From an optimization exercise on the open Yosys and OpenROAD flow, aimed at small area; shortcuts taken in it are not production practice.
Only simulation tests tie the RTL to the original design; equivalence was not proved.
In every run shown here, the design's own scripts or RTL, not TritonCTS, make the clock network.
The clock port is modelled as an ideal driver, which makes a skipped or thinned clock tree look cheaper than it is; a real chip needs a root buffer or a tree.
No activity file was given, so power comes from the tool's default toggle rates.

`flow/config.mk`:
```
export PLATFORM = sky130hd
export DESIGN_NAME = axi4_adapter
export DESIGN_NICKNAME = axi4_adapter
export VERILOG_FILES = /design/flow/design.v
export SDC_FILE = /design/flow/constraint.sdc
export NUM_CORES = 4
export LEC_CHECK = 0
export CAP_MARGIN = 20
export CORE_MARGIN = 2
export CORE_UTILIZATION = 40
export GPL_TIMING_DRIVEN = 0
export SLEW_MARGIN = 20
```
`flow/constraint.sdc`:
```
create_clock -name core_clock -period 4.0 [get_ports {aclk}]
set_input_delay 0.8000 -clock core_clock [delete_from_list [all_inputs] [get_ports {aclk}]]
set_output_delay 0.8000 -clock core_clock [all_outputs]
set_load 0.01 [all_outputs]
```
`flow/design.v`:
```
`timescale 1ns/1ps
`timescale 1ns/1ps
module axi_addr (
  input  logic [11:0]   addr,
  input  logic          inc,
  input  logic          wrap,
  input  logic [1:0]    size,
  input  logic [3:1]    len,
  output logic [11:0]   next_addr
);
  logic [11:0] t;        
  logic [6:1]  m;        
  logic [12:0] c;
  logic        s0, s1, s2;
  assign s0 = ~size[1] & ~size[0];
  assign s1 = ~size[1] & size[0];
  assign s2 = size[1];
  assign t  = addr | {10'h000, size[1], size[1] | size[0]};
  assign m[1] = ~wrap | ~s0 | len[1];
  assign m[2] = ~wrap | s2 | (s1 & len[1]) | (s0 & len[2]);
  assign m[3] = ~wrap | (s2 & len[1]) | (s1 & len[2]) | (s0 & len[3]);
  assign m[4] = ~wrap | (s2 & len[2]) | (s1 & len[3]);
  assign m[5] = ~wrap | (s2 & len[3]);
  assign m[6] = ~wrap;
  always_comb begin : comb_carry
    c[0] = inc;
    for (int i = 1; i <= 12; i++) begin
      c[i] = c[i-1] & t[i-1] & ((i <= 6) ? m[i] : 1'b1);
    end
  end : comb_carry
  assign next_addr = t ^ c[11:0];
endmodule
`timescale 1ns/1ps
module axi4_adapter #(
  parameter integer                     AXI_ID_WIDTH = 1,
  parameter integer                     AXI_ADDR_WIDTH = 12,
  parameter integer                     AXI_DATA_WIDTH = 32,
  parameter bit                         ALIGN_ADDR = 1'b1,
  parameter bit                         EN_SEC_MODE = 1'b1,
  parameter bit                         NO_SEC_FAIL = 0,
  parameter bit                         DECOUPLE_W = 1,
  parameter integer                     AXI_BYTE_COUNT  = AXI_DATA_WIDTH / 8
)(
  input  logic                          aclk,
  input  logic                          aresetn,
  input  logic [AXI_ID_WIDTH-1:0]       awid,
  input  logic [AXI_ADDR_WIDTH-1:0]     awaddr,
  input  logic [7:0]                    awlen,
  input  logic [2:0]                    awsize,
  input  logic [1:0]                    awburst,
  /*verilator lint_off UNUSED*/
  input  logic                          awlock,
  input  logic [3:0]                    awcache,
  /*verilator lint_on UNUSED*/
  input  logic [2:0]                    awprot,
  /*verilator lint_off UNUSED*/
  input  logic [3:0]                    awqos,
  input  logic [3:0]                    awregion,
  /*verilator lint_on UNUSED*/
  input  logic                          awvalid,
  output logic                          awready,
  input  logic [AXI_DATA_WIDTH-1:0]     wdata,
  input  logic [AXI_BYTE_COUNT-1:0]     wstrb,
  input  logic                          wlast,
  input  logic                          wvalid,
  output logic                          wready,
  output logic [AXI_ID_WIDTH-1:0]       bid,
  output logic [1:0]                    bresp,
  output logic                          bvalid,
  input  logic                          bready,
  input  logic [AXI_ID_WIDTH-1:0]       arid,
  input  logic [AXI_ADDR_WIDTH-1:0]     araddr,
  input  logic [7:0]                    arlen,
  input  logic [2:0]                    arsize,
  input  logic [1:0]                    arburst,
  /*verilator lint_off UNUSED*/
  input  logic                          arlock,
  input  logic [3:0]                    arcache,
  /*verilator lint_on UNUSED*/
  input  logic [2:0]                    arprot,
  /*verilator lint_off UNUSED*/
  input  logic [3:0]                    arqos,
  input  logic [3:0]                    arregion,
  /*verilator lint_on UNUSED*/
  input  logic                          arvalid,
  output logic                          arready,
  output logic [AXI_ID_WIDTH-1:0]       rid,
  output logic [AXI_DATA_WIDTH-1:0]     rdata,
  output logic [1:0]                    rresp,
  output logic                          rlast,
  output logic                          rvalid,
  input  logic                          rready,
  output logic [AXI_ADDR_WIDTH-1:0]     rif_waddr,
  input  logic                          rif_wvalid,
  output logic                          rif_wr_req,
  output logic [AXI_BYTE_COUNT-1:0]     rif_wstrb,
  output logic [AXI_DATA_WIDTH-1:0]     rif_wdata,
  output logic [AXI_ADDR_WIDTH-1:0]     rif_raddr,
  input  logic                          rif_rvalid,
  output logic                          rif_rd_req,
  input  logic [AXI_DATA_WIDTH-1:0]     rif_rdata
);
  logic                         aw_full;
  logic [11:0]                  awb_addr;
  logic [3:0]                   awb_mode;
  logic                         awb_sec;
  logic                         awb_id;
  logic                         aw_pop_en;    
  logic [11:0]                  waddr;
  logic [3:0]                   aw_mode_q;
  logic [3:0]                   aw_mode;
  logic                         aw_wrap;
  logic [1:0]                   aw_size;
  logic                         aw_sec;
  logic                         i_bid;
  logic                         i_bvalid;
  logic                         wr_err;
  logic                         w_hs;
  logic                         w_last_hs;
  logic                         b_free;
  logic                         aw_pop;
  logic                         aw_take;
  logic                         aw_load;
  logic [11:0]                  next_waddr;
  assign awready   = ~aw_full;
  assign w_hs      = wvalid & wready;
  assign w_last_hs = w_hs & wlast;
  assign b_free    = ~bvalid | bready;
  assign aw_pop    = aw_pop_en | (w_last_hs & b_free);
  assign aw_take   = aw_pop & aw_full;
  always_ff @(posedge aclk) begin : ff_aw_full
    if (!aresetn) begin
      aw_full <= 1'b0;
    end
    else if (aw_full) begin
      aw_full <= ~aw_pop;
    end
    else begin
      aw_full <= awvalid;
    end
  end : ff_aw_full
  logic aw_push;
  assign aw_push = awvalid & ~aw_full;
  always_ff @(posedge aclk) begin : ff_awb
    awb_addr <= (awb_addr & {12{aw_full}}) | (awaddr & {12{aw_push}});
    awb_mode <= (awb_mode & {4{aw_full}}) | (aw_mode & {4{aw_push}});
    awb_sec  <= (awb_sec & aw_full) | (awprot[1] & aw_push);
    awb_id   <= (awb_id & aw_full) | (awid & aw_push);
  end : ff_awb
  always_ff @(posedge aclk) begin : ff_aw_pop_en
    if (!aresetn) begin
      aw_pop_en <= 1'b1;
    end
    else if (aw_take) begin
      aw_pop_en <= 1'b0;
    end
    else if (w_hs) begin
      aw_pop_en <= wlast & b_free;
    end
    else if (aw_full) begin
      aw_pop_en <= ~(wready | (i_bvalid & ~bready));
    end
  end : ff_aw_pop_en
  always_ff @(posedge aclk) begin : ff_wready
    if (!aresetn) begin
      wready <= 1'b0;
    end
    else if (aw_take) begin
      wready <= 1'b1;
    end
    else if (w_last_hs) begin
      wready <= 1'b0;
    end
  end : ff_wready
  logic aw_keep;
  assign aw_load = ~wready | w_last_hs;
  assign aw_keep = wready & ~(wvalid & wlast);
  always_ff @(posedge aclk) begin : ff_aw_q
    aw_mode_q <= (aw_mode_q & {4{aw_keep}}) | (awb_mode & {4{aw_load}});
    aw_sec    <= (aw_sec & aw_keep) | (awb_sec & aw_load);
  end : ff_aw_q
  assign aw_mode[3:2] = awburst[1] ? awsize[1:0] : 2'b11;
  assign aw_mode[1:0] = awburst[1] ? {awlen[2], awlen[3] | (awlen[1] & ~awlen[2])} :
                        awburst[0] ? awsize[1:0] : 2'b11;
  assign aw_wrap = ~(aw_mode_q[3] & aw_mode_q[2]);
  assign aw_size = aw_wrap ? aw_mode_q[3:2] : aw_mode_q[1:0];
  axi_addr u_axi_waddr (
    .addr       (waddr),
    .inc        (wvalid & ~(&aw_mode_q)),
    .wrap       (aw_wrap),
    .size       (aw_size),
    .len        ({aw_mode_q[1] & aw_mode_q[0], aw_mode_q[1], aw_mode_q[1] | aw_mode_q[0]}),
    .next_addr  (next_waddr)
  );
  always_ff @(posedge aclk) begin : ff_waddr
    waddr <= aw_load ? awb_addr : next_waddr;
  end : ff_waddr
  assign rif_wr_req = aw_sec & w_hs;
  assign rif_waddr  = {waddr[11:2], 2'b00};
  assign rif_wdata  = wdata;
  assign rif_wstrb  = wstrb;
  assign bresp = {wr_err, 1'b0};
  always_ff @(posedge aclk) begin : ff_wr_err
    if (!aresetn) begin
      wr_err <= 1'b0;
    end
    else if (w_hs) begin
      wr_err <= wr_err | ~aw_sec | ~rif_wvalid;
    end
    else if (bready) begin
      wr_err <= 1'b0;
    end
  end : ff_wr_err
  always_ff @(posedge aclk) begin : ff_i_bvalid
    if (!aresetn) begin
      i_bvalid <= 1'b0;
    end
    else if (w_last_hs && bvalid && !bready) begin
      i_bvalid <= 1'b1;
    end
    else if (bready) begin
      i_bvalid <= 1'b0;
    end
  end : ff_i_bvalid
  always_ff @(posedge aclk) begin : ff_bvalid
    if (!aresetn) begin
      bvalid <= 1'b0;
    end
    else if (w_last_hs) begin
      bvalid <= 1'b1;
    end
    else if (bready) begin
      bvalid <= i_bvalid;
    end
  end : ff_bvalid
  always_ff @(posedge aclk) begin : ff_bid
    if (aw_pop) begin
      i_bid <= awb_id;
    end
    if (b_free) begin
      bid <= i_bid;
    end
  end : ff_bid
  logic                         rd_req;
  logic                         ar_hs;
  logic                         ar_sec;
  logic                         ar_sec_q;
  logic [11:0]                  raddr;
  logic [11:0]                  i_raddr;
  logic [11:0]                  next_raddr;
  logic [3:0]                   ar_mode;
  logic [3:0]                   ar_mode_q;
  logic [3:0]                   i_rmode;
  logic                         ar_wrap;
  logic [1:0]                   ar_size;
  logic                         i_rid;
  logic                         rd_err;
  logic                         en_r_cnt_4_0;
  logic                         en_r_cnt_8_5;
  logic [4:0]                   r_cnt_4_0;
  logic [3:0]                   r_cnt_8_5;
  logic [8:0]                   r_cnt;
  logic [8:0]                   next_r_cnt;
  logic                         rlast_d;
  assign ar_hs  = arvalid & arready;
  assign rd_req = (arvalid | ~arready) & ~(rvalid & ~rready);
  always_ff @(posedge aclk) begin : ff_arready
    if (!aresetn) begin
      arready <= 1'b1;
    end
    else if (ar_hs) begin
      arready <= (arlen == 8'd0) & rd_req;
    end
    else if (rready && rvalid && !arready) begin
      arready <= ~(|r_cnt[8:2]) & ~(r_cnt[1] & r_cnt[0]);    
    end
  end : ff_arready
  assign r_cnt = {r_cnt_8_5, r_cnt_4_0};
  logic       r_ext;
  logic [8:0] r_ld;
  logic [8:0] r_dec;
  logic [8:0] r_cy;
  logic [9:0] r_bw;
  assign r_ext = rvalid & ~rready;
  always_comb begin : comb_r_cnt_arith
    r_cy[0] = 1'b0;
    r_ld[0] = arlen[0] ^ ~r_ext;
    r_cy[1] = arlen[0] & ~r_ext;
    r_ld[1] = arlen[1] ^ (r_ext | r_cy[1]);
    r_cy[2] = arlen[1] & (r_ext | r_cy[1]);
    for (int i = 2; i < 8; i++) begin
      r_ld[i]   = arlen[i] ^ r_cy[i];
      r_cy[i+1] = arlen[i] & r_cy[i];
    end
    r_ld[8] = r_cy[8];
    r_bw[0] = 1'b1;
    for (int i = 0; i < 9; i++) begin
      r_dec[i]  = r_cnt[i] ^ r_bw[i];
      r_bw[i+1] = r_bw[i] & ~r_cnt[i];
    end
  end : comb_r_cnt_arith
  assign next_r_cnt = ar_hs ? r_ld : r_dec;
  assign en_r_cnt_4_0 = ar_hs | (rready & rvalid);
  assign en_r_cnt_8_5 = en_r_cnt_4_0 & ~(|r_cnt_4_0);
  always_ff @(posedge aclk) begin : ff_r_cnt
    if (!aresetn) begin
      r_cnt_4_0 <= '0;
      r_cnt_8_5 <= '0;
    end
    else begin
      if (en_r_cnt_4_0) begin
        r_cnt_4_0 <= next_r_cnt[4:0];
      end
      if (en_r_cnt_8_5) begin
        r_cnt_8_5 <= next_r_cnt[8:5];
      end
    end
  end : ff_r_cnt
  assign i_raddr  = arready ? araddr : raddr;
  assign ar_mode[3:2] = arburst[1] ? arsize[1:0] : 2'b11;
  assign ar_mode[1:0] = arburst[1] ? {arlen[2], arlen[3] | (arlen[1] & ~arlen[2])} :
                        arburst[0] ? arsize[1:0] : 2'b11;
  assign i_rmode  = arready ? ar_mode : ar_mode_q;
  assign ar_wrap  = ~(i_rmode[3] & i_rmode[2]);
  assign ar_size  = ar_wrap ? i_rmode[3:2] : i_rmode[1:0];
  assign ar_sec   = arready ? arprot[1] : ar_sec_q;
  axi_addr u_axi_raddr (
    .addr       (i_raddr),
    .inc        (rd_req & ~(&i_rmode)),
    .wrap       (ar_wrap),
    .size       (ar_size),
    .len        ({i_rmode[1] & i_rmode[0], i_rmode[1], i_rmode[1] | i_rmode[0]}),
    .next_addr  (next_raddr)
  );
  always_ff @(posedge aclk) begin : ff_raddr
    raddr      <= next_raddr;
    ar_mode_q  <= i_rmode;
    ar_sec_q   <= ar_sec;
  end : ff_raddr
  always_ff @(posedge aclk) begin : ff_rid
    if (arready) begin
      i_rid <= arid;
    end
    if (!arvalid || arready) begin
      rid <= ar_hs ? arid : i_rid;
    end
  end : ff_rid
  always_ff @(posedge aclk) begin : ff_rvalid
    if (!aresetn) begin
      rvalid <= 1'b0;
    end
    else begin
      rvalid <= rd_req | (rvalid & ~rready);
    end
  end : ff_rvalid
  always_ff @(posedge aclk) begin : ff_rdata
    rdata <= (rdata & {32{~rd_req}}) | (rif_rdata & {32{rd_req & ar_sec}});
    rd_err <= rd_req & (~ar_sec | ~rif_rvalid);
  end : ff_rdata
  assign rresp = {rd_err, 1'b0};
  always_comb begin : comb_rlast
    rlast_d = rlast;
    if (!rvalid || rready) begin
      if (ar_hs) begin
        rlast_d = (arlen == 8'd0);
      end
      else if (rvalid) begin
        rlast_d = (r_cnt == 9'd2);
      end
      else begin
        rlast_d = (r_cnt == 9'd1);
      end
    end
  end : comb_rlast
  always_ff @(posedge aclk) begin : ff_rlast
    rlast <= rlast_d;
  end : ff_rlast
  assign rif_rd_req = ar_sec & rd_req;
  assign rif_raddr  = {i_raddr[11:2], 2'b00};
endmodule
```
`flow/flow/run.sh`:
```
#!/bin/bash
# The standard ORFS layout (standard.sh) with:
#  - an area-oriented ABC script for the combinational mapping (flow/my_synth.tcl),
#    and no extraction of half/full adder cells (ADDER_MAP_FILE empty), which
#    leaves the hand-written carry chains to ABC,
#  - 1x buffers on the ports,
#  - a clock tree made by hand: the clock port drives four clock buffers, each
#    driving one quarter of the flip-flops (flow/cts_manual.tcl).
# Each tool's output is logged in this folder.
set -euo pipefail
here=$(pwd)
orig=$(grep -o 'SYNTH_SCRIPT=[^ ]*' standard.sh | head -1 | cut -d= -f2-)
export ORIG_SYNTH_SCRIPT="$orig"
export MY_ABC_SCRIPT="$here/flow/abc_area.script"
sed "s#SYNTH_SCRIPT=[^ ]*#SYNTH_SCRIPT=$here/flow/my_synth.tcl#" standard.sh > my_standard.sh
export ADDER_MAP_FILE=
export BUFFER_PORTS_ARGS="-buffer_cell sky130_fd_sc_hd__buf_1"
export PRE_GLOBAL_PLACE_TCL="$here/flow/pre_gpl.tcl"
export PRE_CTS_TCL="$here/flow/cts_manual.tcl"
export MANUAL_CTS_BUF=sky130_fd_sc_hd__clkbuf_16
export MANUAL_CTS_N=4
bash my_standard.sh > standard.log 2>&1
```
`flow/flow/abc_area.script`:
```
&get -n
&st
&deepsyn -T 60
&st
&dch -f
&nf -R 30 -p
&st
&dch -f
&nf -R 30 -p
&put
topo
```
`flow/flow/cts_manual.tcl`:
```
# Clock tree made by hand: the clock port drives a few clock buffers, each of
# which drives one cluster of flip-flops. Sourced before ORFS's CTS step; it
# replaces clock_tree_synthesis for that step.
proc manual_cts { buf_master nclusters } {
  set block [ord::get_db_block]
  set master [[ord::get_db] findMaster $buf_master]
  set clk_net [$block findNet aclk]
  set sinks {}
  foreach it [$clk_net getITerms] {
    set loc [[$it getInst] getLocation]
    lappend sinks [list [lindex $loc 0] [lindex $loc 1] $it]
  }
  # split into balanced clusters: halves by x, then each half by y
  set groups [list $sinks]
  set axis 0
  while { [llength $groups] < $nclusters } {
    set next {}
    foreach g $groups {
      set s [lsort -integer -index $axis $g]
      set h [expr {[llength $s] / 2}]
      lappend next [lrange $s 0 [expr {$h - 1}]] [lrange $s $h end]
    }
    set groups $next
    set axis [expr {1 - $axis}]
  }
  set i 0
  foreach g $groups {
    set sx 0; set sy 0
    foreach s $g { incr sx [lindex $s 0]; incr sy [lindex $s 1] }
    set n [llength $g]
    set inst [odb::dbInst_create $block $master "clkbuf_m_$i"]
    set net [odb::dbNet_create $block "clknet_m_$i"]
    $net setSigType CLOCK
    foreach s $g {
      set it [lindex $s 2]
      $it disconnect
      $it connect $net
    }
    [$inst findITerm A] connect $clk_net
    [$inst findITerm X] connect $net
    $inst setLocation [expr {$sx / $n}] [expr {$sy / $n}]
    $inst setPlacementStatus PLACED
    puts "manual_cts: $buf_master clkbuf_m_$i drives $n sinks"
    incr i
  }
}

rename clock_tree_synthesis orfs_clock_tree_synthesis
proc clock_tree_synthesis { args } {
  manual_cts $::env(MANUAL_CTS_BUF) $::env(MANUAL_CTS_N)
  set_propagated_clock [all_clocks]
}
```
`flow/flow/my_synth.tcl`:
```
# The standard flow's synthesis script (ORIG_SYNTH_SCRIPT) with its final ABC mapping run
# on flow/abc_area.script (area-oriented) instead of ORFS's speed script.
# Only the combinational mapping changes; the registers are the same.
proc abc { args } {
  set i [lsearch -exact $args -script]
  if { $i >= 0 } {
    set args [lreplace $args [expr {$i + 1}] [expr {$i + 1}] $::env(MY_ABC_SCRIPT)]
  }
  yosys abc {*}$args
}
source $::env(ORIG_SYNTH_SCRIPT)
```
`flow/flow/pre_gpl.tcl`:
```
# Global placement runs without timing-driven mode (GPL_TIMING_DRIVEN 0), which
# would otherwise remove the synthesis buffers; remove them here instead.
remove_buffers
```
`flow/standard.sh`:
```
#!/bin/bash
# synth_recipe.tcl (not shown) runs the flow's synth.tcl, then flattens the netlist and writes it again
# the make line also repeats each setting of config.mk as NAME=value (left out here)
make -C /OpenROAD-flow-scripts/flow DESIGN_CONFIG=/design/flow/config.mk WORK_HOME=/design/flow/orfs CLKGATE_MAP_FILE= SYNTH_SCRIPT=/design/flow/synth_recipe.tcl "${@:-finish}"
```
==> results.yml, run 1 <==
power:
  power.density_nw_per_um2: 462
  p_leak_nw: 1.93
  p_total_mw: 2.33
  ir_drop_mv: 0.327
timing:
  tns_ps: 0
  maxSlewHeadroom_pct: 33.0
  fin_skew_ps: 9.13
  fmax_mhz: 263
  finalCritPeriodShare_pct: 95.2
  whs_ps: 430
  rsz0062_at_grt: "false"
  period_minus_slack_ps: 3810
  final_hold_viol_count: 0
  tightestPinTransition_ps: 980
  postLayoutSetupSlackWorst_ps: 193
  setup_viol: 0
  maxSlewViolCount: 0
global_routing:
  grt_max_degree: 36
  grt_usage_pct: 14.6
  grt_pass1_wl_mm: 15.8
  antenna_found_initial: 0
  grt_pass1_vias: 3513
  gr-total-overflow: 0
synth:
  ys_top_cells_by_area: "dfxtp_1 45%, buf_4 8.9%, a22o_1 8.9%, nand2_1 4.4%, edfxtp_1 3.3%"
  syn_inst: 475
  synth_compound_area_share_pct: 20.8
  yosysTopAreaCell: "dfxtp_1"
  synth.distinct_cells: 45
  yosys.area_share.simple_pct: 13.2
  synth-xor-area-share_pct: 3.67
  synth_seq_cells: 107
  synth_top_family_by_area: "compound AO/OA/AOI/OAI gates"
  ys_seq_area_share_pct: 48.3
  synth.area.mux_share_pct: 3.56
  yosys_warnings: 2
  synth_area_um2: 4530
  synth_top_area_share_pct: 45.0
  synth_most_common_cell: "dfxtp_1"
  synth_edf_count: 5
  synth_common_cells: "102 x dfxtp_1, 54 x buf_4, 53 x nand2_1"
  syn_area_per_cell_um2: 9.55
  ys.flop_type: "dfxtp_1"
  synthAdderAreaFrac_pct: 0
  synthArstFlopShare_pct: 0
layout:
  fin_area_um2: 5040
  diodes: 0
  drive_gt1_share_pct: 2.23
  final_util_pct: 46.1
  stdcell_count: 722
  fin_nets: 746
  area_delta_synth_final_pct: 11.2
placed_design:
  place_congestion: 0.814
  place_ws_ps: -715
  dp.cells: 718
  io_buffers: 152
  dp_hpwl_mm: 7.18
  placed_area_um2: 4900
setup_path:
  worstPathMaxFanout: 6
  crit-reg2reg-launch: "aw_mode_q[3]$_DFF_P_"
  worstSetupStartpoint: "wvalid"
  cpMaxStageDelayCell: "a2111oi_0"
  path_buf_inv: 1
  arrival_ps: 3840
  cp_slowest_stage_delay_ps: 800
  reg2reg_setup_slack_ps: 240
  crit_path_end_kind: "register"
  cp.required_ps: 4030
  crit_family: "simple AND/OR/NAND/NOR gates"
  crit_type: "primary input to register"
  cp-start-kind: "primary input"
  cp_cell_sequence: "buf_1, o41ai_1, a2111oi_0, nand4_1, a21oi_1, and2_0, and3_1, nand3_1, and3b_1, and3_1, xnor2_1, a21oi_1"
floorplanning:
  num_rows: 38
  die_y_um: 110
  start_util_pct: 41.5
  die-area_um2: 12200
  die_w_um: 110
  core_area_um2: 10900
  io_pins: 268
route:
  ant_nets: 0
  wl_per_cell_um: 13.5
  initialDrtViolationCount: 126
  drc_errors: 0
  first_pass_iters: 4
  via_per_inst: 5.12
  num_vias: 3700
  wl_mm: 9.78
clocking:
  insertion_delay_ps: 160
  path_clk_slew_ps: 100
  cts_hold_buf: 0
worst_hold_path:
  min_from: "i_bid$_DFFE_PN_"
  min_path_type: "register to register"
run:
  maxCapViolCount: 0
status:
  status: "no timing/DRC/antenna violations"
-- logic make-up after synthesis --
| logic type | after synthesis |
|---|---|
| AO/OA/AOI/OAI | 134 |
| flip-flops | 107 |
| multiplexers | 15 |
| XOR/XNOR | 19 |
| buffers and inverters | 70 |
| AND/OR/NAND/NOR | 129 |
| other | 1 |
-- power breakdown --
part | switching [mW] | leakage, nW | internal [mW]
logic | 0.305 | 0.980 | 0.226
registers | 0.109 | 0.904 | 1.24
clock network | 0.265 | 0.0493 | 0.185
total | 0.678 | 1.93 | 1.65
-- path summary, 6_finish.rpt --
check	end	depth (start not counted)
hold / removal	bid$_DFFE_PN_	0
setup reg to reg	waddr[11]$_DFF_P_	13
hold reg to reg	bid$_DFFE_PN_	0
setup / recovery	waddr[11]$_DFF_P_	12
-- flip-flops by register name, summed over array words and instances (netlist names), 4 cells and up --
register and cells:
r_cnt_8_5 4, awb_mode 4, waddr 12, raddr 12, ar_mode_q 4, awb_addr 12, rdata 32, r_cnt_4_0 5
aw_mode_q 4
-- placed cells by master, fill, tap and decap left out, drive strengths merged, types with 2 or more instances in the layout --
cell type | netlist | final
edfxtp | 5 | 5
nand2b | 5 | 5
nor4 | 4 | 4
o31ai | 8 | 8
o22a | 2 | 2
nand3 | 7 | 7
a21oi | 25 | 25
a21o | 2 | 2
mux2 | 9 | 9
nor2b | 5 | 5
a22o | 46 | 46
nor2 | 26 | 26
clkinv | 16 | 16
nand2 | 53 | 53
nand4 | 2 | 2
dfxtp | 102 | 102
o32ai | 2 | 2
and2 | 2 | 2
o221ai | 2 | 2
xor2 | 7 | 7
mux2i | 6 | 6
xnor2 | 12 | 12
and3 | 7 | 7
o21ai | 27 | 27
nand3b | 2 | 2
conb | 1 | 6
a21boi | 2 | 2
clkbuf | 0 | 4
buf | 54 | 152
o22ai | 3 | 3
o21a | 3 | 3
nor3 | 9 | 9
a31oi | 3 | 3
nor4b | 2 | 2
or2 | 2 | 2
a211oi | 2 | 2
-- layer usage --
metal  wire [µm]  share of wire [%]  global-route usage [%]
met3         864                8.8                    3.62
met4         178                1.8                    2.83
met2        4270                 44                    24.9
met5           0                  0                       0
met1        4470                 46                    18.9
-- area by class of cell --
cell class | count | area, µm²
Fill cell | 1091 | 5890
Sequential cell | 107 | 2200
Multi-Input combinational cell | 303 | 1940
Timing Repair Buffer | 152 | 571
Tap cell | 140 | 175
Buffer | 4 | 100
Inverter | 16 | 60.1
-- what timing repair did --
action | in CTS | in global routing
gates resized for setup | 5 | 5
endpoints found under the setup margin | 6 | 4
pin swaps | 0 | 1
setup buffers | 0 | 0
==> run 2: changes to the inputs <==
==> flow/flow/abc_area.script (replaced) <==
&get -n
&st
&deepsyn -T 60
&st
&dch -f
&nf -R 60 -p
&st
&dch -f
&nf -R 60 -p
&put
topo
==> results.yml, run 2 <==
global_routing:
  antenna_found_initial: 0
  gr-total-overflow: 0
  grt_usage_pct: 15.3
  grt_pass1_vias: 3332
  grt_max_degree: 34
  grt_pass1_wl_mm: 15.3
timing:
  finalCritPeriodShare_pct: 92.7
  tightestPinTransition_ps: 894
  fin_skew_ps: 9.62
  setup_viol: 0
  final_hold_viol_count: 0
  whs_ps: 430
  maxSlewViolCount: 0
  postLayoutSetupSlackWorst_ps: 292
  maxSlewHeadroom_pct: 38.9
  period_minus_slack_ps: 3710
  fmax_mhz: 270
route:
  first_pass_iters: 4
  drc_errors: 0
  num_vias: 3669
  wl_mm: 10.0
  via_per_inst: 5.06
  ant_nets: 0
  initialDrtViolationCount: 158
  wl_per_cell_um: 13.8
worst_hold_path:
  whs_endpoint: "bid$_DFFE_PN_"
  hold_depth: 0
  min_from: "i_bid$_DFFE_PN_"
  min_path_type: "register to register"
floorplanning:
  die_w_um: 110
  io_pins: 268
  core_area_um2: 10900
  num_rows: 38
  start_util_pct: 41.2
  die_y_um: 110
  die-area_um2: 12100
setup_path:
  worstPathMaxFanout: 4
  crit_type: "primary input to register"
  cp.required_ps: 4100
  reg2reg_to: "raddr[11]$_DFF_P_"
  crit-reg2reg-launch: "arready$_SDFFE_PN1P_"
  cp-start-kind: "primary input"
  arrival_ps: 3810
  reg2reg_depth: 16
  crit_path_end_kind: "register"
  reg2reg_setup_slack_ps: 470
layout:
  final_common_cell: "buf_1"
  fin_nets: 749
  largest_register_ffs: 32
  final_util_pct: 46.5
  diodes: 0
  area_delta_synth_final_pct: 13.0
  drive_gt1_share_pct: 3.76
  largest_register: "rdata"
  final_cell_mix: "152 x buf_1, 101 x dfxtp_1, 60 x nand2_1, 46 x a22o_1, 30 x o21ai_0"
  fillerInstances: 1118
placed_design:
  place_ws_ps: -468
  place_congestion: 0.790
  io_buffers: 152
  dp_hpwl_mm: 7.34
synth:
  ys_seq_area_share_pct: 48.7
  syn_area_per_cell_um2: 9.52
  ys.flop_type: "dfxtp_1"
  synth_common_cells: "102 x dfxtp_1, 61 x nand2_1, 54 x buf_4"
  ys_top_cells_by_area: "dfxtp_1 45%, buf_4 9.0%, a22o_1 8.9%, nand2_1 5.1%, o21ai_0 3.4%"
  synth_top_area_share_pct: 45.3
  synthArstFlopShare_pct: 0
  synth_seq_cells: 107
  syn_inst: 473
  synth_most_common_cell: "dfxtp_1"
  yosys_warnings: 2
  synth_edf_count: 5
  synth_area_um2: 4500
  synth.distinct_cells: 40
  yosysTopAreaCell: "dfxtp_1"
clocking:
  insertion_delay_ps: 160
  path_clk_slew_ps: 100
  cts_hold_buf: 0
power:
  p_leak_nw: 1.97
  power.density_nw_per_um2: 462
  ir_drop_mv: 0.257
run:
  maxCapViolCount: 0
status:
  status: "no timing/DRC/antenna violations"
## run 2: changes by cell type after synthesis, moves of 3 or more
cell and delta:
nand2_1 +8, nor2_1 -6, o21ai_0 +4, mux2_1 -3
mux2i_1 +3, nor3_1 -3
## run 2: layout make-up
class	instances	area (µm²)	area share [%]
buffer	4	100	1.97
tap	140	175	3.44
sequential	107	2200	43.2
inverter	17	63.8	1.25
timing repair buffer	157	619	12.2
multi-input combinational	300	1930	38.0
## run 2: metal layers
metal | track usage (%) | vias up | routed length (µm)
met5 | 0 | - | 0
met2 | 28.1 | 112 | 4850
li1 | - | 1855 | -
met3 | 2.35 | 18 | 721
met1 | 18.9 | 1684 | 4230
met4 | 3.04 | 0 | 201
## run 2: how the worst max path moves through the flow
stage | start | to | slack [ps]
finish | arburst[1] | raddr[11]$_DFF_P_ | 290
detailed placement | arburst[1] | raddr[11]$_DFF_P_ | -470
global route | arlen[1] | raddr[11]$_DFF_P_ | -40
CTS | arburst[1] | raddr[11]$_DFF_P_ | 50
floorplan | rready | raddr[11]$_DFF_P_ | 50
global placement | rready | raddr[11]$_DFF_P_ | -830
## run 2: cell families after synthesis
kind of cell / count (synthesis) / synth area share (%)
muxes: 15 / 3.50
and+or+nand+nor: 124 / 12.5
xor gates and xnor gates: 22 / 4.28
other: 1 / 0.0833
DFF: 107 / 48.7
AOI/OAI and AO/OA: 133 / 20.6
buffers and inverters: 71 / 10.4
## run 2: timing repair
item	CTS	global route
pin swaps	0	6
endpoints found under the setup margin	4	3
buffers inserted	0	4
resized for setup	6	9
## run 2: stage by stage
stage | std cells | instance area [µm²] | total power [mW] | setup TNS [ps]
global route | 725 | 5090 | 2.50 | -39.4
CTS | 721 | 5010 | 2.35 | 0
floorplan | 478 | 4520 | 1.76 | 0
global placement | 716 | 4860 | 1.88 | -3120
finish | 725 | 5090 | 2.35 | 0
detailed placement | 717 | 4880 | 1.89 | -1130
## run 2: report_power, final
part | switching [mW] | internal [mW] | total (mW)
sequential | 0.104 | 1.24 | 1.34
combinational | 0.318 | 0.236 | 0.554
clock | 0.266 | 0.185 | 0.451
total | 0.687 | 1.66 | 2.35
## run 2: critical path, stage by stage
cell and delay (ps):
buf_1 90, nand2_1 130, nor3_1 280, nor2_1 120, nand2_1 120, nor2_1 80
a311oi_4 340, o221ai_2 190, nor4_4 200, and3_4 240, nand4_1 160, nor3b_2 270
nand2_1 140, nor3_2 250, nand2_1 120, nor2_1 130, xor2_1 140
==> run 3: changes to the inputs <==
==> flow/flow/abc_area.script (replaced) <==
&get -n
&st
&syn2
&deepsyn -T 60
&st
&dch -f
&nf -R 10 -p
&st
&dch -f
&nf -R 10 -p
&put
topo
==> results.yml, run 3 <==
timing:
  postLayoutSetupSlackWorst_ps: 322
  final_hold_viol_count: 0
  finalCritPeriodShare_pct: 92.0
  maxSlewHeadroom_pct: 38.1
  fin_skew_ps: 11.4
  fmax_mhz: 272
  tns_ps: 0
  rsz0062_at_grt: "false"
  period_minus_slack_ps: 3680
  maxSlewViolCount: 0
  tightestPinTransition_ps: 928
  whs_ps: 431
  setup_viol: 0
power:
  combPwrFrac_pct: 22.8
  p_sw_share_pct: 29.0
  ir_drop_mv: 0.388
  seq_power_share_pct: 57.9
  clkPwrFrac_pct: 19.3
  power.density_nw_per_um2: 465
  p_int_mw: 1.66
  p_leak_nw: 1.88
  p_total_mw: 2.34
  switchingPower_mw: 0.678
floorplanning:
  start_util_pct: 41.5
  die-area_um2: 12200
  die_y_um: 110
  num_rows: 38
  core_area_um2: 10900
  io_pins: 268
  die_w_um: 110
route:
  first_pass_iters: 4
  num_vias: 3718
  drc_errors: 0
  initialDrtViolationCount: 171
  wl_per_cell_um: 14.1
  wl_mm: 10.1
  via_per_inst: 5.20
  ant_nets: 0
synth:
  ys.flop_type: "dfxtp_1"
  yosysTopAreaCell: "dfxtp_1"
  synth_common_cells: "102 x dfxtp_1, 54 x buf_4, 46 x a22o_1"
  ys_seq_area_share_pct: 48.3
  synth_top_area_share_pct: 45.0
  ys_top_cells_by_area: "dfxtp_1 45%, buf_4 8.9%, a22o_1 8.9%, edfxtp_1 3.3%, nor2_1 3.1%"
  synth_most_common_cell: "dfxtp_1"
  syn_area_per_cell_um2: 9.69
  synth.distinct_cells: 45
  yosys_warnings: 2
  synth_edf_count: 5
  synth_area_um2: 4540
  synthArstFlopShare_pct: 0
  syn_inst: 468
  synth_seq_cells: 107
setup_path:
  crit_type: "primary input to register"
  cp_cell_sequence: "buf_1, nand3b_1, o221a_1, and2_0, a31o_1, nor4_1, and3_1, o2111ai_1, a211oi_2, and4_1, and4_2, nand3_1, nor2b_1"
  worstPathMaxFanout: 5
  crit-reg2reg-launch: "arready$_SDFFE_PN1P_"
  reg2reg_depth: 13
  reg2reg_setup_slack_ps: 440
  arrival_ps: 3750
  cp.required_ps: 4070
  cpMaxStageDelayCell: "nor4_1"
  cp_slowest_stage_delay_ps: 330
  cp-start-kind: "primary input"
  worstSetupStartpoint: "arburst[1]"
  crit_path_end_kind: "register"
clocking:
  path_clk_slew_ps: 100
  insertion_delay_ps: 160
layout:
  largest_register_ffs: 32
  area_delta_synth_final_pct: 10.9
  stdcell_count: 715
  fillerInstances: 1098
  final_util_pct: 46.0
  final_cell_mix: "152 x buf_1, 101 x dfxtp_1, 46 x a22o_1, 38 x nor2_1, 34 x nand2_1"
  fin_nets: 739
  largest_register: "rdata"
  fin_area_um2: 5030
  drive_gt1_share_pct: 2.26
  final_common_cell: "buf_1"
  diodes: 0
global_routing:
  grt_pass1_wl_mm: 16.7
  grt_usage_pct: 15.5
  antenna_found_initial: 0
  grt_max_degree: 36
  grt_pass1_vias: 3516
  gr-total-overflow: 0
placed_design:
  dp.cells: 711
  place_ws_ps: -379
  dp_hpwl_mm: 7.46
  place_congestion: 0.786
  io_buffers: 152
  placed_area_um2: 4900
status:
  status: "no timing/DRC/antenna violations"
worst_hold_path:
  min_path_type: "register to register"
  min_from: "i_bid$_DFFE_PN_"
  hold_depth: 0
run:
  maxCapViolCount: 0
==> run 3: changes by cell type after synthesis, moves of 6 or more <==
cell / delta
clkinv_1: -8
mux2_1: +6
mux2i_1: -7
nand2_1: -26
nand2b_1: +6
nor2_1: +18
o21ai_0: -9
==> run 3: critical path, delay by kind of cell <==
kind	cells	cell delay, ps
AO/OA/AOI/OAI	4	1000
buffers and inverters	1	90
AND/OR/NAND/NOR	8	1870
==> run 3: final timing paths <==
kind,end
setup / recovery,raddr[9]$_DFF_P_
hold / removal,bid$_DFFE_PN_
setup reg to reg,raddr[9]$_DFF_P_
hold reg to reg,bid$_DFFE_PN_
==> run 3: metal layers <==
metal / vias up / part of all wire, % / global-route usage, % / wire length [µm]
li1: 1853 / - / - / -
met1: 1705 / 44 / 19.9 / 4420
met2: 139 / 47 / 27.3 / 4720
met3: 21 / 7.5 / 3.35 / 760
met4: 0 / 1.9 / 2.67 / 191
met5: - / 0 / 0 / 0
==> run 3: final cells by class <==
type                       instances  area, µm²  share of cell area (%)
sequential                       107       2200                    43.6
buffer                             4        100                    1.99
multi-input combinational        303       1960                    38.9
inverter                           9       33.8                   0.671
tap                              140        175                    3.48
timing repair buffer             152        571                    11.3
==> run 3: power by group through the flow <==
| stage | registers (mW) | logic [mW] | clock network (mW) |
|---|---|---|---|
| finish | 1.36 | 0.534 | 0.451 |
| global route | 1.38 | 0.598 | 0.509 |
| CTS | 1.36 | 0.534 | 0.469 |
| detailed placement | 1.38 | 0.533 | 0 |
| global placement | 1.37 | 0.523 | 0 |
| floorplan | 1.38 | 0.398 | 0 |
==> run 3: repair_timing <==
item                                    CTS  global route
endpoints found under the setup margin    6             5
hold buffers                              0             0
gates cloned                              0             0
buffers inserted                          0             0
resized for setup                         2             8
==> run 3: cell families after synthesis <==
family	count (synthesis)	share of synthesized area, %
AOI/OAI and AO/OA	132	20.7
and+or+nand+nor	131	13.9
buffers and inverters	63	9.68
other	1	0.0827
xor gates and xnor gates	20	3.86
DFF	107	48.3
muxes	14	3.42
==> run 4: changes to the inputs <==
==> flow/flow/abc_area.script (replaced) <==
&get -n
&st
&deepsyn -T 60
&st
&dch -f
&nf -R 10 -p
&st
&dch -f
&nf -R 10 -p
&put
topo
==> results.yml, run 4 <==
timing:
  maxSlewHeadroom_pct: 41.3
  rsz0062_at_grt: "false"
  maxSlewViolCount: 0
  fmax_mhz: 277
  whs_ps: 435
  setup_viol: 0
  tightestPinTransition_ps: 879
  tns_ps: 0
  period_minus_slack_ps: 3610
  finalCritPeriodShare_pct: 90.3
  fin_skew_ps: 10.5
  final_hold_viol_count: 0
synth:
  synth.area.mux_share_pct: 3.52
  syn_area_per_cell_um2: 9.51
  ys.flop_type: "dfxtp_1"
  synth_edf_count: 5
  yosys.area_share.simple_pct: 14.2
  synth_common_cells: "102 x dfxtp_1, 58 x nand2_1, 54 x buf_4"
  yosys_warnings: 2
  synth-xor-area-share_pct: 3.85
  syn_inst: 479
  synthAdderAreaFrac_pct: 0
  synth_top_area_share_pct: 44.8
  synth_area_um2: 4560
  synthArstFlopShare_pct: 0
  synth.distinct_cells: 44
  synth_compound_area_share_pct: 20.1
  synth_seq_cells: 107
  yosysTopAreaCell: "dfxtp_1"
  ys_top_cells_by_area: "dfxtp_1 45%, buf_4 8.9%, a22o_1 8.8%, nand2_1 4.8%, edfxtp_1 3.3%"
  synth_most_common_cell: "dfxtp_1"
  ys_seq_area_share_pct: 48.1
  synth_top_family_by_area: "compound AO/OA/AOI/OAI gates"
placed_design:
  place_congestion: 0.791
  io_buffers: 152
  dp_hpwl_mm: 7.40
  dp.cells: 722
floorplanning:
  die-area_um2: 12300
  die_w_um: 111
  io_pins: 268
  die_y_um: 111
  start_util_pct: 41.5
  core_area_um2: 11000
  num_rows: 38
route:
  initialDrtViolationCount: 161
  first_pass_iters: 4
  wl_mm: 10.0
  ant_nets: 0
  num_vias: 3679
  via_per_inst: 5.07
  drc_errors: 0
  wl_per_cell_um: 13.8
setup_path:
  cp.required_ps: 4110
  cp-start-kind: "register"
  crit_family: "simple AND/OR/NAND/NOR gates"
  crit-reg2reg-launch: "arready$_SDFFE_PN1P_"
  crit_type: "register to register"
  worstSetupStartpoint: "arready$_SDFFE_PN1P_"
  cpMaxStageDelayCell: "dfxtp_2"
  cp_slowest_stage_delay_ps: 700
  worstPathMaxFanout: 25
  arrival_ps: 3720
  path_buf_inv: 1
  crit_path_end_kind: "register"
  cp_cell_sequence: "nand2_1, o22ai_1, clkinv_1, a31oi_1, o2111a_1, nor4b_1, and4_1, and4_1, nand2_1, nor3_1, xor2_1"
global_routing:
  gr-total-overflow: 0
  grt_pass1_vias: 3445
  antenna_found_initial: 0
  grt_pass1_wl_mm: 16.1
  grt_usage_pct: 15.0
  grt_max_degree: 36
layout:
  area_delta_synth_final_pct: 10.4
  largest_register: "rdata"
  stdcell_count: 726
  drive_gt1_share_pct: 1.37
  fin_nets: 750
  largest_register_ffs: 32
  final_cell_mix: "152 x buf_1, 101 x dfxtp_1, 57 x nand2_1, 46 x a22o_1, 28 x a21oi_1"
  final_util_pct: 45.8
  final_common_cell: "buf_1"
  diodes: 0
status:
  status: "no timing/DRC/antenna violations"
power:
  p_leak_nw: 1.96
  p_total_mw: 2.34
  ir_drop_mv: 0.345
  power.density_nw_per_um2: 465
worst_hold_path:
  min_from: "i_bid$_DFFE_PN_"
  min_path_type: "register to register"
run:
  maxCapViolCount: 0
clocking:
  insertion_delay_ps: 170
  path_clk_slew_ps: 110
-- run 4: cell count changes after synthesis, moves of 4 or more --
cell / delta
nand2_1: +23
nor2_1: -15
xnor2_1: -5
o21ai_0: +5
clkinv_1: +6
mux2_1: -4
xor2_1: +5
nand2b_1: -5
mux2i_1: +5
-- run 4: path summary, 6_finish.rpt --
check	endpoint	slack, ps	cells after the start
max reg2reg	raddr[11]$_DFF_P_	390	11
max	raddr[11]$_DFF_P_	390	11
min reg2reg	bid$_DFFE_PN_	430	0
min	bid$_DFFE_PN_	430	0
-- run 4: what timing repair did --
| item | 4_1_cts | 5_1_grt |
|---|---|---|
| hold buffers | 0 | 0 |
| resized for setup | 2 | 1 |
| cloned | 0 | 0 |
| buffers inserted | 0 | 0 |
| setup endpoints to repair | 3 | 2 |
-- run 4: logic make-up after synthesis --
kind of cell	after synthesis
multiplexers	15
buffers and inverters	69
flip-flops	107
XOR/XNOR	20
AND/OR/NAND/NOR	136
other	1
AO/OA/AOI/OAI	131
-- run 4: routing by layer --
layer | track usage (%) | vias up | routed length, µm
met2 | 25.4 | 138 | 4380
met3 | 4.98 | 14 | 964
met1 | 19.0 | 1654 | 4540
met5 | 0 | - | 0
met4 | 2.00 | 0 | 133
li1 | - | 1873 | -
-- run 4: report_power, final --
| group | switching, mW | internal (mW) |
|---|---|---|
| clock network | 0.271 | 0.185 |
| logic | 0.301 | 0.225 |
| registers | 0.112 | 1.24 |
| total | 0.685 | 1.65 |
-- run 4: final cells by class --
type                    instances  area (µm²)
flip-flops and latches        107        2190
plain buffers                   4         100
fillers                      1107        5960
repair buffers                152         571
well taps                     140         175
inverters                      15        56.3
multi-input cells             308        1930
-- run 4: through the flow --
stage	area (µm²)	setup slack [ps]
final	5030	388
after global placement	4910	-257
after global routing	5030	3.93
after floorplan	4570	551
after detailed placement	4920	-314
after CTS	5020	252
==> run 5: changes to the inputs <==
--- a/flow/config.mk
+++ b/flow/config.mk
@@ -9,3 +9,3 @@
 export CORE_MARGIN = 2
-export CORE_UTILIZATION = 40
+export CORE_UTILIZATION = 55
 export GPL_TIMING_DRIVEN = 0
==> results.yml, run 5 <==
layout:
  diodes: 0
  largest_register: "rdata"
  final_common_cell: "buf_1"
  final_cell_mix: "152 x buf_1, 101 x dfxtp_1, 57 x nand2_1, 46 x a22o_1, 28 x a21oi_1"
  area_delta_synth_final_pct: 9.45
  drive_gt1_share_pct: 1.37
  fin_nets: 750
  final_util_pct: 61.3
  largest_register_ffs: 32
global_routing:
  grt_usage_pct: 21.8
  grt_pass1_vias: 3328
  grt_max_degree: 36
  gr-total-overflow: 0
  grt_pass1_wl_mm: 15.9
  antenna_found_initial: 0
setup_path:
  cp_slowest_stage_delay_ps: 490
  crit_path_end_kind: "register"
  path_buf_inv: 1
  cp-start-kind: "primary input"
  cp.required_ps: 4100
  cpMaxStageDelayCell: "nor4b_1"
  worstSetupStartpoint: "arlen[1]"
  crit-reg2reg-launch: "arready$_SDFFE_PN1P_"
  cp_cell_sequence: "buf_1, nor2b_1, nor3_1, or3_1, a21oi_1, o2111a_1, nor4b_1, and4_1, and4_1, nand2_1, nor3_1, xor2_1"
  reg2reg_setup_slack_ps: 560
  crit_type: "primary input to register"
  arrival_ps: 3680
  crit_family: "simple AND/OR/NAND/NOR gates"
  worstPathMaxFanout: 5
floorplanning:
  core_area_um2: 8130
  die_y_um: 95.0
  die-area_um2: 9030
  io_pins: 268
  num_rows: 33
  die_w_um: 95.0
  start_util_pct: 56.0
timing:
  maxSlewViolCount: 0
  final_hold_viol_count: 0
  setup_viol: 0
  tns_ps: 0
  maxSlewHeadroom_pct: 45.8
  period_minus_slack_ps: 3580
  postLayoutSetupSlackWorst_ps: 423
  fmax_mhz: 280
  rsz0062_at_grt: "false"
  fin_skew_ps: 12.7
  finalCritPeriodShare_pct: 89.4
  tightestPinTransition_ps: 812
power:
  p_leak_nw: 1.97
  ir_drop_mv: 0.304
  power.density_nw_per_um2: 467
  p_total_mw: 2.33
clocking:
  cts.repair.resized: 2
  path_clk_slew_ps: 100
  cts_hold_buf: 0
  cts_setup_buffers: 0
  insertion_delay_ps: 170
worst_hold_path:
  min_from: "awb_mode[1]$_DFF_P_"
  min_path_type: "register to register"
route:
  num_vias: 3661
  drc_errors: 0
  first_pass_iters: 5
  wl_mm: 10.4
  ant_nets: 0
  wl_per_cell_um: 15.0
  initialDrtViolationCount: 99
  via_per_inst: 5.30
synth:
  yosys_warnings: 2
  synth_seq_cells: 107
  synth.distinct_cells: 44
  ys_top_cells_by_area: "dfxtp_1 45%, buf_4 8.9%, a22o_1 8.8%, nand2_1 4.8%, edfxtp_1 3.3%"
  synth_area_um2: 4560
  syn_area_per_cell_um2: 9.51
  synth_top_area_share_pct: 44.8
  ys.flop_type: "dfxtp_1"
  yosysTopAreaCell: "dfxtp_1"
  syn_inst: 479
  synthArstFlopShare_pct: 0
  synth_most_common_cell: "dfxtp_1"
  synth_common_cells: "102 x dfxtp_1, 58 x nand2_1, 54 x buf_4"
  synth_edf_count: 5
  ys_seq_area_share_pct: 48.1
placed_design:
  dp_hpwl_mm: 7.90
  io_buffers: 152
  place_ws_ps: -264
  place_congestion: 0.822
status:
  status: "no timing/DRC/antenna violations"
run:
  maxCapViolCount: 0
==> run 5: cell counts after synthesis <==
No cell type changed its count.
==> run 5: final cells by class <==
type / instances / area [µm²]
inverter: 15 / 56.3
fill: 775 / 3150
sequential: 107 / 2200
timing repair buffer: 152 / 571
tap: 105 / 131
multi-input combinational: 308 / 1930
buffer: 4 / 100
==> run 5: logic make-up after synthesis <==
family,Yosys count,share of synthesized area (%)
and+or+nand+nor,136,14.2
AOI/OAI and AO/OA,131,20.1
DFF,107,48.1
buffers and inverters,69,10.1
xor gates and xnor gates,20,3.84
muxes,15,3.52
other,1,0.0823
==> run 5: per-stage QoR <==
stage	hold WS [ps]	cell area, µm²	cells
4_1_cts	451	4980	691
6_report	448	4990	691
2_1_floorplan	400	4570	484
5_1_grt	466	4990	691
3_5_place_dp	432	4870	687
3_3_place_gp	402	4870	687
==> run 5: path summary, 6_finish.rpt <==
kind | cells after the start | to
hold reg to reg | 2 | awb_mode[1]$_DFF_P_
setup reg to reg | 11 | raddr[11]$_DFF_P_
hold / removal | 2 | awb_mode[1]$_DFF_P_
setup / recovery | 12 | raddr[11]$_DFF_P_
==> run 5: power breakdown <==
group	internal [mW]	total, mW	switching [mW]
registers	1.24	1.35	0.110
logic	0.225	0.523	0.298
clock network	0.185	0.454	0.269
total	1.65	2.33	0.677
==> run 5: per-layer routing <==
metal,track usage [%],wire [µm],vias to the layer above
met3,9.33,1280,21
li1,-,-,1868
met2,36.1,4550,133
met5,0,0,-
met4,3.99,219,0
met1,26.7,4300,1639
==> run 5: worst reg2reg max path: cells and delay by family (launching register included) <==
family / cells / cell delay (ps)
and+or+nand+nor: 6 / 1570
DFF: 1 / 560
AOI/OAI and AO/OA: 3 / 830
xor gates and xnor gates: 1 / 150
buffers and inverters: 1 / 280
==> run 6: changes to the inputs <==
==> flow/flow/abc_area.script (replaced) <==
&get -n
&st
&deepsyn -T 60
&st
&dch -f
&nf -R 1000 -p
&st
&dch -f
&nf -R 1000 -p
&put
topo
--- a/flow/config.mk
+++ b/flow/config.mk
@@ -7,6 +7,6 @@
 export LEC_CHECK = 0
-export CAP_MARGIN = 20
+export CAP_MARGIN = 5
 export CORE_MARGIN = 2
-export CORE_UTILIZATION = 55
+export CORE_UTILIZATION = 40
 export GPL_TIMING_DRIVEN = 0
-export SLEW_MARGIN = 20
+export SLEW_MARGIN = 5
==> results.yml, run 6 <==
timing:
  finalCritPeriodShare_pct: 93.9
  rsz0062_at_grt: "false"
  tightestPinTransition_ps: 1200
  fin_skew_ps: 11.2
  setup_viol: 0
  maxSlewViolCount: 0
  final_hold_viol_count: 0
  fmax_mhz: 266
  postLayoutSetupSlackWorst_ps: 244
  maxSlewHeadroom_pct: 20.0
  tns_ps: 0
  period_minus_slack_ps: 3760
placed_design:
  io_buffers: 152
  place_ws_ps: -753
  place_congestion: 0.839
  dp_hpwl_mm: 7.26
route:
  num_vias: 3634
  first_pass_iters: 4
  wl_mm: 9.92
  initialDrtViolationCount: 195
  wl_per_cell_um: 13.8
  drc_errors: 0
  ant_nets: 0
  via_per_inst: 5.05
layout:
  final_cell_mix: "152 x buf_1, 101 x dfxtp_1, 61 x nand2_1, 46 x a22o_1, 27 x o21ai_0"
  largest_register_ffs: 32
  drive_gt1_share_pct: 3.45
  final_common_cell: "buf_1"
  fin_nets: 744
  area_delta_synth_final_pct: 12.5
  diodes: 0
  largest_register: "rdata"
setup_path:
  worstPathMaxFanout: 6
  crit-reg2reg-launch: "arready$_SDFFE_PN1P_"
  crit_type: "primary input to register"
  cp-start-kind: "primary input"
  worstSetupStartpoint: "arburst[1]"
  crit_path_end_kind: "register"
  arrival_ps: 3860
  cp.required_ps: 4100
  reg2reg_setup_slack_ps: 340
floorplanning:
  die_w_um: 110
  start_util_pct: 41.3
  core_area_um2: 10900
  die-area_um2: 12100
  die_y_um: 110
  io_pins: 268
  num_rows: 38
worst_hold_path:
  min_path_type: "register to register"
  min_from: "i_bid$_DFFE_PN_"
synth:
  synth_most_common_cell: "dfxtp_1"
  synth_common_cells: "102 x dfxtp_1, 64 x nand2_1, 54 x buf_4"
  syn_area_per_cell_um2: 9.53
  synth_edf_count: 5
  synthArstFlopShare_pct: 0
  ys.flop_type: "dfxtp_1"
  ys_seq_area_share_pct: 48.7
  synth.distinct_cells: 42
  ys_top_cells_by_area: "dfxtp_1 45%, buf_4 9.0%, a22o_1 9.0%, nand2_1 5.3%, edfxtp_1 3.3%"
  yosysTopAreaCell: "dfxtp_1"
  syn_inst: 472
  synth_area_um2: 4500
  synth_seq_cells: 107
  yosys_warnings: 2
  synth_top_area_share_pct: 45.4
global_routing:
  met1_usage_pct: 18.5
  busiest_layer: "met2"
  grt_usage_pct: 15.0
  antenna_found_initial: 0
  grt_util_met3_pct: 3.76
  grt_pass1_wl_mm: 15.2
  gr-total-overflow: 0
  grtUsageMet2_pct: 27.3
  grt_pass1_vias: 3302
  grt_max_degree: 36
clocking:
  cts_hold_buf: 0
  path_clk_slew_ps: 100
  insertion_delay_ps: 170
run:
  maxCapViolCount: 0
power:
  p_leak_nw: 1.96
  p_total_mw: 2.34
  power.density_nw_per_um2: 462
  ir_drop_mv: 0.295
status:
  status: "no timing/DRC/antenna violations"
-- run 6: changes by cell type after synthesis, moves of 3 or more --
cell,change
nand2_1,+6
a21oi_1,-4
nor2b_1,-4
o22a_1,+3
-- run 6: what timing repair did --
action,in CTS,in global routing
resized for setup,8,13
endpoints found under the hold margin,0,0
pin swaps,0,3
endpoints found under the setup margin,5,5
setup buffers,0,1
-- run 6: critical path, cell delays in order --
cell and delay [ps]:
buf_1 110, nand2_2 110, o22a_2 260, buf_4 150, nand2_1 80, nor2_1 60
a311oi_2 280, nand2_1 110, or2_1 290, a2111oi_4 280, and3_4 260, and2_0 170
and4_4 260, nand2_1 100, nor3_4 150, nand2_1 110, nor2_1 120, xor2_1 140
-- run 6: worst paths after layout --
kind         cells after the start           endpoint
max                             18  raddr[11]$_DFF_P_
min                              0      bid$_DFFE_PN_
max reg2reg                     17  raddr[11]$_DFF_P_
min reg2reg                      0      bid$_DFFE_PN_
-- run 6: kinds of logic (layout without fill, tap and decap cells) --
logic type | Yosys count | in the layout | synth area share, %
compound gates | 131 | 131 | 20.6
simple gates | 130 | 130 | 13.1
flops | 107 | 107 | 48.7
buf+inv | 68 | 171 | 10.2
xor+xnor | 21 | 21 | 4.09
mux | 14 | 14 | 3.28
other cells | 1 | 6 | 0.0833
-- run 6: per-stage QoR --
| stage | utilization [%] | area [µm²] | hold WS [ps] | std cells |
|---|---|---|---|---|
| CTS | 46.0 | 5010 | 442 | 719 |
| detailed placement | 44.7 | 4860 | 416 | 715 |
| global route | 46.5 | 5060 | 455 | 720 |
| floorplan | - | 4520 | 400 | 477 |
| global placement | 44.7 | 4860 | 402 | 715 |
| finish | 46.5 | 5060 | 437 | 720 |
-- run 6: routing by layer --
metal  share of wire, %  wire length (µm)
met3                9.0               894
met1                 43              4260
met2                 47              4670
met5                  0                 0
met4                1.0                99
-- run 6: area by class of cell --
class / count / area, µm²
fillers: 1106 / 5830
flip-flops and latches: 107 / 2200
multi-input cells: 302 / 1960
repair buffers: 153 / 578
well taps: 140 / 175
plain buffers: 4 / 100
inverters: 14 / 52.6
-- run 6: where the power goes --
part / switching, mW / internal, mW
Sequential: 0.109 / 1.24
Combinational: 0.307 / 0.228
Clock: 0.268 / 0.185
==> run 7: changes to the inputs <==
--- a/flow/flow/run.sh
+++ b/flow/flow/run.sh
@@ -17,3 +17,2 @@
 export BUFFER_PORTS_ARGS="-buffer_cell sky130_fd_sc_hd__buf_1"
-export PRE_GLOBAL_PLACE_TCL="$here/flow/pre_gpl.tcl"
 export PRE_CTS_TCL="$here/flow/cts_manual.tcl"
==> flow/flow/abc_area.script (replaced) <==
&get -n
&st
&deepsyn -T 60
&st
&dch -f
&nf -R 30 -p
&st
&dch -f
&nf -R 30 -p
&put
topo
--- a/flow/config.mk
+++ b/flow/config.mk
@@ -7,6 +7,5 @@
 export LEC_CHECK = 0
-export CAP_MARGIN = 5
+export CAP_MARGIN = 20
 export CORE_MARGIN = 2
 export CORE_UTILIZATION = 40
-export GPL_TIMING_DRIVEN = 0
-export SLEW_MARGIN = 5
+export SLEW_MARGIN = 20
removed: flow/flow/pre_gpl.tcl
==> results.yml, run 7 <==
setup_path:
  cp-start-kind: "primary input"
  crit-reg2reg-launch: "arready$_SDFFE_PN1P_"
  crit_type: "primary input to register"
  cp.required_ps: 4100
  worstPathMaxFanout: 6
  endpoint: "raddr[11]$_DFF_P_"
  worstSetupStartpoint: "arlen[1]"
  arrival_ps: 3620
  reg2reg_depth: 13
  crit_path_end_kind: "register"
  reg2reg_to: "raddr[11]$_DFF_P_"
  reg2reg_setup_slack_ps: 500
layout:
  final_util_pct: 46.8
  final_common_cell: "buf_1"
  largest_register: "rdata"
  diodes: 0
  stdcell_count: 737
  fillerInstances: 1118
  largest_register_ffs: 32
  multi_input_area_um2: 1910
  area_delta_synth_final_pct: 12.9
  drive_gt1_share_pct: 3.52
  fin_nets: 761
  final-seq-area_um2: 2190
  final_cell_mix: "152 x buf_1, 102 x dfxtp_1, 53 x nand2_1, 46 x a22o_1, 27 x o21ai_0"
power:
  p_leak_nw: 2.00
  ir_drop_mv: 0.308
  p_total_mw: 2.35
  power.density_nw_per_um2: 459
global_routing:
  antenna_found_initial: 0
  grt_pass1_wl_mm: 16.5
  grt_max_degree: 35
  grt_pass1_vias: 3601
  grt_usage_pct: 15.1
  gr-total-overflow: 0
floorplanning:
  start_util_pct: 41.5
  core_area_um2: 10900
  die-area_um2: 12200
  num_rows: 38
  die_y_um: 110
  io_pins: 268
  die_w_um: 110
placed_design:
  dp.cells: 733
  dp_hpwl_mm: 7.43
  io_buffers: 152
  place_congestion: 0.827
  place_ws_ps: 190
timing:
  setup_viol: 0
  finalCritPeriodShare_pct: 87.8
  final_hold_viol_count: 0
  fmax_mhz: 285
  maxSlewViolCount: 0
  postLayoutSetupSlackWorst_ps: 486
  fin_skew_ps: 11.3
  tightestPinTransition_ps: 849
  maxSlewHeadroom_pct: 43.3
  tns_ps: 0
  period_minus_slack_ps: 3510
  rsz0062_at_grt: "false"
synth:
  yosysTopAreaCell: "dfxtp_1"
  synth_edf_count: 5
  yosys_warnings: 2
  ys_seq_area_share_pct: 48.3
  synth.distinct_cells: 45
  synth_most_common_cell: "dfxtp_1"
  synth_top_area_share_pct: 45.0
  ys.flop_type: "dfxtp_1"
  synthArstFlopShare_pct: 0
  ys_top_cells_by_area: "dfxtp_1 45%, buf_4 8.9%, a22o_1 8.9%, nand2_1 4.4%, edfxtp_1 3.3%"
  synth_seq_cells: 107
  synth_area_um2: 4530
  syn_area_per_cell_um2: 9.55
  syn_inst: 475
  synth_common_cells: "102 x dfxtp_1, 54 x buf_4, 53 x nand2_1"
route:
  initialDrtViolationCount: 153
  via_per_inst: 5.12
  num_vias: 3770
  first_pass_iters: 5
  wl_per_cell_um: 13.7
  wl_mm: 10.1
  ant_nets: 0
  drc_errors: 0
clocking:
  insertion_delay_ps: 170
  path_clk_slew_ps: 100
  cts_setup_buffers: 0
worst_hold_path:
  min_from: "i_bid$_DFFE_PN_"
  min_path_type: "register to register"
status:
  status: "no timing/DRC/antenna violations"
run:
  maxCapViolCount: 0
[run 7: cell count changes in the layout (fill, tap and decap cells not counted), sizes merged, moves of 3 or more]
| cell | delta |
|---|---|
| buf | +14 |
| nand2 | -11 |
| nor2 | +5 |
| mux2 | +3 |
| nor3 | +3 |
[run 7: metal layers]
| metal | track usage, % | routed length [µm] | up-vias |
|---|---|---|---|
| met1 | 19.7 | 4570 | 1719 |
| met3 | 3.62 | 867 | 22 |
| met4 | 2.50 | 169 | 0 |
| li1 | - | - | 1896 |
| met5 | 0 | 0 | - |
| met2 | 25.8 | 4490 | 133 |
[run 7: layout make-up]
type	count	share of cell area, %
buffer	4	1.96
inverter	16	1.17
multi-input combinational	303	37.3
sequential	107	42.8
tap	140	3.42
timing repair buffer	167	13.3
[run 7: through the flow]
step           area, µm²  hold WS [ps]
3_5_place_dp        5010           408
5_1_grt             5120           438
6_report            5120           434
2_1_floorplan       4550           400
3_3_place_gp        5010           405
4_1_cts             5110           435
[run 7: cell families after synthesis]
kind of cell    synth area share (%)
compound gates                  20.8
simple gates                    13.2
flops                           48.3
buf+inv                         10.3
xor+xnor                        3.67
mux                             3.56
other cells                   0.0827
[run 7: worst min path at each step]
stage / end / slack [ps] / cells after the start
2_1_floorplan: bid$_DFFE_PN_ / 400 / 0
3_3_place_gp: bid$_DFFE_PN_ / 410 / 0
3_5_place_dp: bid$_DFFE_PN_ / 410 / 0
4_1_cts: bid$_DFFE_PN_ / 430 / 0
5_1_grt: bid$_DFFE_PN_ / 440 / 0
6_report: bid$_DFFE_PN_ / 430 / 0
[run 7: timing repair]
item	4_1_cts	5_1_grt
hold buffers	0	0
gates resized for setup	0	2
endpoints found under the setup margin	0	2
[run 7: where the power goes]
part	total [mW]	internal (mW)	switching, mW
combinational	0.550	0.241	0.309
sequential	1.34	1.24	0.104
clock	0.457	0.185	0.272
[run 7: worst max-delay path: stages]
cell and delay (ps):
buf_1 140, nor2b_1 190, nor3_1 90, nor3_1 210
buf_4 170, o21a_1 140, o2111a_1 220, nor4b_1 350
nand2_1 150, nor4b_2 280, nand3_1 180, nor2_1 180
nand2_1 110, nor3_1 250, xor2_1 160
==> run 8: changes to the inputs <==
==> flow/flow/abc_area.script (replaced) <==
&get -n
&st
&deepsyn -T 60
&st
&dch -f
&nf -R 1000 -p
&st
&dch -f
&nf -R 1000 -p
&put
topo
==> results.yml, run 8 <==
status:
  status: "no timing/DRC/antenna violations"
route:
  drc_errors: 0
  ant_nets: 0
  wl_mm: 9.97
  wl_per_cell_um: 13.4
  first_pass_iters: 4
  initialDrtViolationCount: 162
  num_vias: 3748
  via_per_inst: 5.02
floorplanning:
  die_w_um: 110
  start_util_pct: 41.3
  die_y_um: 110
  die-area_um2: 12100
  core_area_um2: 10900
  num_rows: 38
  io_pins: 268
layout:
  fin_nets: 770
  largest_register_ffs: 32
  diodes: 0
  final_common_cell: "buf_1"
  drive_gt1_share_pct: 6.44
  fillerInstances: 1103
  final_cell_mix: "152 x buf_1, 101 x dfxtp_1, 63 x nand2_1, 46 x a22o_1"
  fin_area_um2: 5190
  largest_register: "rdata"
  area_delta_synth_final_pct: 15.5
synth:
  synth_top_area_share_pct: 45.4
  synthArstFlopShare_pct: 0
  yosysTopAreaCell: "dfxtp_1"
  ys_top_cells_by_area: "dfxtp_1 45%, buf_4 9.0%, a22o_1 9.0%, nand2_1 5.3%, edfxtp_1 3.3%"
  synth_most_common_cell: "dfxtp_1"
  syn_inst: 472
  synth_common_cells: "102 x dfxtp_1, 64 x nand2_1, 54 x buf_4"
  ys.flop_type: "dfxtp_1"
  ys_seq_area_share_pct: 48.7
  synth_area_um2: 4500
  synth_seq_cells: 107
  syn_area_per_cell_um2: 9.53
  yosys_warnings: 2
  synth.distinct_cells: 42
  synth_edf_count: 5
timing:
  maxSlewHeadroom_pct: 45.3
  finalCritPeriodShare_pct: 91.5
  period_minus_slack_ps: 3660
  fmax_mhz: 273
  final_hold_viol_count: 0
  fin_skew_ps: 11.0
  tns_ps: 0
  maxSlewViolCount: 0
  tightestPinTransition_ps: 820
  setup_viol: 0
  whs_ps: 433
  rsz0062_at_grt: "false"
global_routing:
  grt_pass1_vias: 3443
  grt_max_degree: 35
  grt_usage_pct: 15.3
  antenna_found_initial: 0
  grt_pass1_wl_mm: 15.4
  gr-total-overflow: 0
setup_path:
  cp_cell_sequence: "buf_1, nand3b_1, nor2_1, nor2_1, nand2_1, nor2_1, a311oi_2, nand2_1, or2_0, a2111oi_2, buf_4, and3_1, and2_0, and4_1, nand2_1, nor3_2, nand2_1, nor2_1, xor2_1"
  cp_slowest_stage_delay_ps: 290
  arrival_ps: 3750
  reg2reg_depth: 17
  cpMaxStageDelayCell: "a311oi_2"
  crit_path_end_kind: "register"
  cp-start-kind: "primary input"
  reg2reg_setup_slack_ps: 560
  cp.required_ps: 4090
  crit_type: "primary input to register"
  worstPathMaxFanout: 2
placed_design:
  place_congestion: 0.843
  dp_hpwl_mm: 7.56
  io_buffers: 152
  placed_area_um2: 5060
power:
  p_leak_nw: 2.08
  power.density_nw_per_um2: 455
  ir_drop_mv: 0.277
run:
  maxCapViolCount: 0
clocking:
  path_clk_slew_ps: 100
  insertion_delay_ps: 160
worst_hold_path:
  hold_depth: 0
  min_path_type: "register to register"
[run 8: cell type report]
| class | count | area [µm²] | share of cell area [%] |
|---|---|---|---|
| buffer | 4 | 100 | 1.93 |
| inverter | 14 | 52.6 | 1.01 |
| multi-input combinational | 302 | 1900 | 36.6 |
| sequential | 107 | 2190 | 42.2 |
| tap | 140 | 175 | 3.37 |
| timing repair buffer | 179 | 773 | 14.9 |
[run 8: worst max-delay path: cells and delay by family]
kind	cells	cell delay, ps
AOI/OAI and AO/OA	2	510
buffers and inverters	2	250
xor gates and xnor gates	1	190
and+or+nand+nor	14	2000
[run 8: logic make-up after synthesis]
group / share of synthesized area [%]
AO/OA/AOI/OAI: 20.6
AND/OR/NAND/NOR: 13.1
flip-flops: 48.7
buffers and inverters: 10.2
XOR/XNOR: 4.09
multiplexers: 3.28
other: 0.0833
[run 8: worst paths after layout]
| kind | start | end |
|---|---|---|
| worst min-delay path | i_bid$_DFFE_PN_ | bid$_DFFE_PN_ |
| worst max register to register | arready$_SDFFE_PN1P_ | raddr[11]$_DFF_P_ |
| worst min register to register | i_bid$_DFFE_PN_ | bid$_DFFE_PN_ |
| worst max-delay path | arburst[1] | raddr[11]$_DFF_P_ |
[run 8: report_power, final]
part	internal [mW]	switching, mW
Combinational	0.257	0.314
Clock	0.185	0.263
Sequential	1.24	0.103
Total	1.68	0.680
[run 8: routing by layer]
layer,vias up,routed length (µm),GRT usage (%)
met1,1699,4300,19.3
met5,-,0,0
met2,132,4620,27.2
li1,1901,-,-
met4,0,163,2.44
met3,16,881,3.06
[run 8: stage by stage]
step / worst slack [ps] / cells / power [mW] / util (%)
detailed placement: -129 / 741 / 1.93 / 46.4
global placement: -59.3 / 741 / 1.91 / 46.4
global route: 7.18 / 746 / 2.51 / 47.7
floorplan: 76.3 / 477 / 1.76 / -
finish: 339 / 746 / 2.36 / 47.7
CTS: 15.5 / 745 / 2.38 / 47.4
[run 8: what timing repair did]
action                     in CTS  in global routing
resized for setup               0                  8
setup buffers                   0                  1
setup endpoints to repair       0                  5
hold buffers                    0                  0

-- afterwards: timing with drivers on the ports --
How much do the figures lean on ideal ports? The routed layouts below were timed once more, with nothing changed but the port constraints. Step 1 assumes that a clkbuf_16 drives the clock port and a buf_2 every other input. Step 2 times the ports against the registers' clock, not the clock port: input delays grow and output delays shrink by t, the midpoint of the rising clock arrivals with the driver on. a / b / c = no drivers / after step 1 / after step 2; a / b = the first two.
run | t (ns) | setup slack, ns
run 1 | 0.240 | 0.193 / 0.236 / 0.005
run 2 | 0.241 | 0.292 / 0.342 / 0.101
run 3 | 0.241 | 0.322 / 0.383 / 0.142
run 4 | 0.244 | 0.388 / 0.388 / 0.254
run 5 | 0.239 | 0.423 / 0.471 / 0.231
run 6 | 0.243 | 0.244 / 0.300 / 0.056
run 7 | 0.241 | 0.486 / 0.501 / 0.297
run 8 | 0.240 | 0.339 / 0.399 / 0.159
After both steps every run listed still meets setup and hold.
